Source: an optimization exercise on an open RTL-to-GDS flow (aim: small area, a short achievable clock period and few clock cycles per item). Production flows keep margins and buffers that such runs may drop.

## run 1
Design PointMultiplier, start of the top module:
module PointMultiplier(point, scalar, clk, start, result, done);
	input [13:0] point;
	input [6:0] scalar;
	input clk, start;
	output [13:0] result;
	output reg done;
	reg [13:0] cur;
	reg [13:0] acc;
	reg [6:0] ks;
	reg ph;
	reg accz;
	reg dbl;
	reg [6:0] den;
	wire cur_zero = (cur == 14'b0);
	wire acc_zero = (acc == 14'b0);
	wire last = (ks[6:1] == 6'b0);
	wire add_now = ks[0] & ~ph;           
	wire [13:0] unit_out;
	PointAdder unit(cur, acc, den, dbl, unit_out);
	assign result = acc;
	reg [6:0] ks_n;
	reg ph_n, accz_n;
	wire dbl_n = ~(ks_n[0] & ~ph_n & ~accz_n);
	wire [6:0] den_add = accz ? cur[6:0] : acc[6:0];
	wire [6:0] den_n = (add_now & ~accz) ? cur[6:0] :
	                   (unit_out[6:0] ^ (den_add & {7{~dbl_n}}));
	always @(*) begin
		ks_n = ks;
		ph_n = ph;
		accz_n = acc_zero;
		if (add_now) begin
			if (accz) begin
				accz_n = 1'b0;
				ks_n = ks >> 1;
			end else begin
				ph_n = 1'b1;
			end
		end else begin
			ks_n = ks >> 1;
			ph_n = 1'b0;
		end
	end
	always @(posedge clk) begin
		if (start) begin
			cur <= point;
			acc <= 14'b0;
			ks <= scalar;
			ph <= 1'b0;
			accz <= 1'b1;
			dbl <= 1'b1;
			den <= point[6:0];
			done <= 1'b0;
		end else if (!done) begin
			ks <= ks_n;
			ph <= ph_n;
			accz <= accz_n;
			dbl <= dbl_n;
			den <= den_n;
  ...
clock: 8.0 ns
lec_check: 0
cap_margin: 20
core_margin: 2
core_utilization: 40
setup_slack_margin: 2.5
slew_margin: 20
standard.sh (not shown) runs the stock make flow with config.mk's settings and CLKGATE_MAP_FILE= SYNTH_SCRIPT=/design/flow/synth_recipe.tcl, a recipe that flattens the netlist after the stock synthesis.
==> flow/flow/run.sh <==
#!/bin/bash
# Layout flow: the standard flow, except that the synthesis's final
# technology mapping (ABC) uses Yosys's default ABC script with a delay
# target instead of ORFS's abc_speed/abc_area script, and the half/full-adder
# extraction is off (this design is XOR logic, not arithmetic).
# Everything before ABC (and so every register, its name and cell) is
# the standard synthesis (synth_recipe.tcl); everything after synthesis
# is standard.sh.
set -euo pipefail
W=$(pwd)
export MY_ABC_D=$(cat "$W/flow/abc_d.txt" 2>/dev/null || echo 4000)
make -C "$FLOW_HOME" DESIGN_CONFIG="$W/config.mk" WORK_HOME="$W/orfs" CLKGATE_MAP_FILE= \
  SYNTH_SCRIPT="$W/flow/my_synth.tcl" ADDER_MAP_FILE= synth > "$W/synth.log" 2>&1
bash "$W/standard.sh" > "$W/layout.log" 2>&1
==> flow/flow/abc_d.txt <==
4000
==> flow/flow/my_synth.tcl <==
proc synth {args} { yosys synth -nofsm -noshare {*}$args }
# Same synthesis as synth_recipe.tcl, but the final technology mapping uses
# Yosys's default ABC script with the delay target from MY_ABC_D (ps).
proc abc {args} {
  set keep {}
  set i 0
  while {$i < [llength $args]} {
    set a [lindex $args $i]
    if {$a eq "-script" || $a eq "-D"} {
      incr i 2
      continue
    }
    lappend keep $a
    incr i
  }
  if {[info exists ::env(MY_ABC_SCRIPT)] && $::env(MY_ABC_SCRIPT) ne ""} {
    lappend keep -script $::env(MY_ABC_SCRIPT)
  }
  yosys abc {*}$keep -D [expr {[info exists ::env(MY_ABC_D)] ? $::env(MY_ABC_D) : 4000}]
}
source $::env(SCRIPTS_DIR)/synth.tcl
# left out here: clear keep_hierarchy, flatten, clean up, hide names made inside functions, write 1_2_yosys.v
Having completed the whole flow, run 1 delivered a layout that passed the timing, design-rule and antenna checks.
Edits applied to the flow inputs when going from run 1 to run 2:
- CORE_UTILIZATION: 40 -> 65
--- outcome ---
Run 2 went all the way through synthesis, placement and routing and the layout is clean on timing, DRC and antenna. Number of nets in the finished design: run 2 < run 1. Comparing run 1 against run 2, there is no change at all in area after synthesis. Comparing run 1 against run 2, there is no change at all in synthesized cell count. Comparing critical path depth for run 1 and run 2, the smaller number came from run 2.
Input-level comparison between run 3 and run 2:
- swapping 65 for 40 in CORE_UTILIZATION
- clearing SETUP_SLACK_MARGIN, which used to be 2.5
Results
Diff run 2 -> run 3: total wire length grew by 0.64%; number of vias after detailed routing shrank by 288.
Going from run 2 to run 3, die area went up about 60%, per-cell via count in the routed design went down about 12%, final design area excluding fillers went up 1.1%, number of non-clock buffers in the layout went up about 2.4%.
Run 3 was carried through to the last stage, and its layout satisfied the timing, design-rule and antenna checks.
The inputs of run 4 differ from those of run 3 as listed below.
- an added ABC_AREA of 1
==> flow/run.sh (new file) <==
#!/bin/bash
# synth_recipe.tcl (not shown) runs the flow's synth.tcl, then flattens the netlist and writes it again
# the make line also repeats each setting of config.mk as NAME=value (left out here)
make -C /OpenROAD-flow-scripts/flow DESIGN_CONFIG=/design/flow/config.mk WORK_HOME=/design/flow/orfs CLKGATE_MAP_FILE= SYNTH_SCRIPT=/design/flow/synth_recipe.tcl finish
removed: flow/flow/run.sh
removed: flow/flow/abc_d.txt
removed: flow/flow/my_synth.tcl
removed: flow/standard.sh
==> results.txt <==
Between run 3 and run 4, multiplexer area fraction after synthesis decreased. Setup slack: run 4 more than run 3. Fraction of area in clock buffers and inverters (run 4 over run 3): decrease, 0.51 points. Compared to run 3, run 4 was floorplanned on a bigger die. Taking run 3 as the reference, in run 4 first-iteration DRC count picked up an extra 225, logic depth of the worst path, buffers included neither gained nor lost much.
No run of this note included a check of the RTL's function; only the layout flow was run.


rev 12:
Another version of the RTL of PointMultiplier (not shown whole).
Size: about 720 cells after synthesis, ~46 flip-flops.
==> flow/config.mk <==
export PLATFORM = sky130hd
export DESIGN_NAME = PointMultiplier
export DESIGN_NICKNAME = PointMultiplier
export VERILOG_FILES = /design/flow/design.v
export SDC_FILE = /design/flow/constraint.sdc
export NUM_CORES = 4
export LEC_CHECK = 0
export CAP_MARGIN = 20
export CORE_MARGIN = 2
export CORE_UTILIZATION = 55
export SETUP_SLACK_MARGIN = 4
export SLEW_MARGIN = 20
==> flow/constraint.sdc <==
create_clock -name core_clock -period 8.0 [get_ports {clk}]
set_input_delay 1.6000 -clock core_clock [delete_from_list [all_inputs] [get_ports {clk}]]
set_output_delay 1.6000 -clock core_clock [all_outputs]
set_load 0.01 [all_outputs]
==> flow/flow/run.sh <==
#!/bin/bash
# Layout flow: the standard flow, except that the synthesis's final
# technology mapping (ABC) uses Yosys's default ABC script with a delay
# target instead of ORFS's abc_speed/abc_area script, and the half/full-adder
# extraction is off (this design is XOR logic, not arithmetic).
# Everything before ABC (and so every register, its name and cell) is
# the standard synthesis (synth_recipe.tcl); everything after synthesis
# is standard.sh.
set -euo pipefail
W=$(pwd)
export MY_ABC_D=$(cat "$W/flow/abc_d.txt" 2>/dev/null || echo 4000)
make -C "$FLOW_HOME" DESIGN_CONFIG="$W/config.mk" WORK_HOME="$W/orfs" CLKGATE_MAP_FILE= \
  SYNTH_SCRIPT="$W/flow/my_synth.tcl" ADDER_MAP_FILE= synth > "$W/synth.log" 2>&1
bash "$W/standard.sh" > "$W/layout.log" 2>&1
==> flow/flow/abc_d.txt <==
4000
==> flow/flow/my_synth.tcl <==
proc synth {args} { yosys synth -nofsm -noshare {*}$args }
# Same synthesis as synth_recipe.tcl, but the final technology mapping uses
# Yosys's default ABC script with the delay target from MY_ABC_D (ps).
proc abc {args} {
  set keep {}
  set i 0
  while {$i < [llength $args]} {
    set a [lindex $args $i]
    if {$a eq "-script" || $a eq "-D"} {
      incr i 2
      continue
    }
    lappend keep $a
    incr i
  }
  if {[info exists ::env(MY_ABC_SCRIPT)] && $::env(MY_ABC_SCRIPT) ne ""} {
    lappend keep -script $::env(MY_ABC_SCRIPT)
  }
  yosys abc {*}$keep -D [expr {[info exists ::env(MY_ABC_D)] ? $::env(MY_ABC_D) : 4000}]
}
source $::env(SCRIPTS_DIR)/synth.tcl
# left out here: clear keep_hierarchy, flatten, clean up, hide names made inside functions, write 1_2_yosys.v
## Diff of input files: rev 13 against rev 12
# rev 12
export LEC_CHECK = 0
export CAP_MARGIN = 20
export CORE_MARGIN = 2
export CORE_UTILIZATION = 55
export SETUP_SLACK_MARGIN = 4
export SLEW_MARGIN = 20
create_clock -name core_clock -period 8.0 [get_ports {clk}]
# rev 13
export LEC_CHECK = 0
export CAP_MARGIN = 20
export CORE_MARGIN = 2
export CORE_UTILIZATION = 55
export SETUP_SLACK_MARGIN = 3
export SLEW_MARGIN = 20
create_clock -name core_clock -period 8.0 [get_ports {clk}]
==> results.txt <==
Per the comparison of rev 13 with rev 12, post-route cell area now smaller, final non-filler cell total now smaller, met2 wirelength from detailed routing now smaller.
No functional check of the RTL was part of any run of this note.

-- what the ideal ports hide --
In the flow no input, the clock included, has a driving cell. The finished layouts below were timed again as built, in two steps. Step 1 sets driving cells, clkbuf_16 on the clock port and buf_2 on the other inputs (assumed; they add their load-dependent delay and slew). Step 2 times the ports against the registers' clock, not the clock port: input delays grow and output delays shrink by t, the midpoint of the rising clock arrivals with the driver on. Slacks: ideal / step 1 / step 2; pairs: ideal / step 1.
run | shift t [ns] | setup slack, ns | clock arrival spread, ns | worst slew at a driven data input, ns
run 1 | 0.343 | 2.644 / 2.644 / 2.461 | 0.011 / 0.012 | 0.03
run 2 | 0.345 | 2.641 / 2.641 / 2.401 | 0.019 / 0.019 | 0.05
run 3 | 0.341 | 2.061 / 2.061 / 2.061 | 0.012 / 0.012 | 0.03
run 4 | 0.348 | 2.408 / 2.425 / 2.077 | 0.009 / 0.010 | 0.04
rev 12 | 0.349 | 3.107 / 3.107 / 3.065 | 0.012 / 0.013 | 0.04
rev 13 | 0.358 | 2.934 / 2.934 / 2.698 | 0.006 / 0.005 | 0.04
After both steps every run listed still meets setup and hold. The setup slack of run 4, which loses most, moves by +0.017 ns with the drivers and by -0.331 ns with both steps.
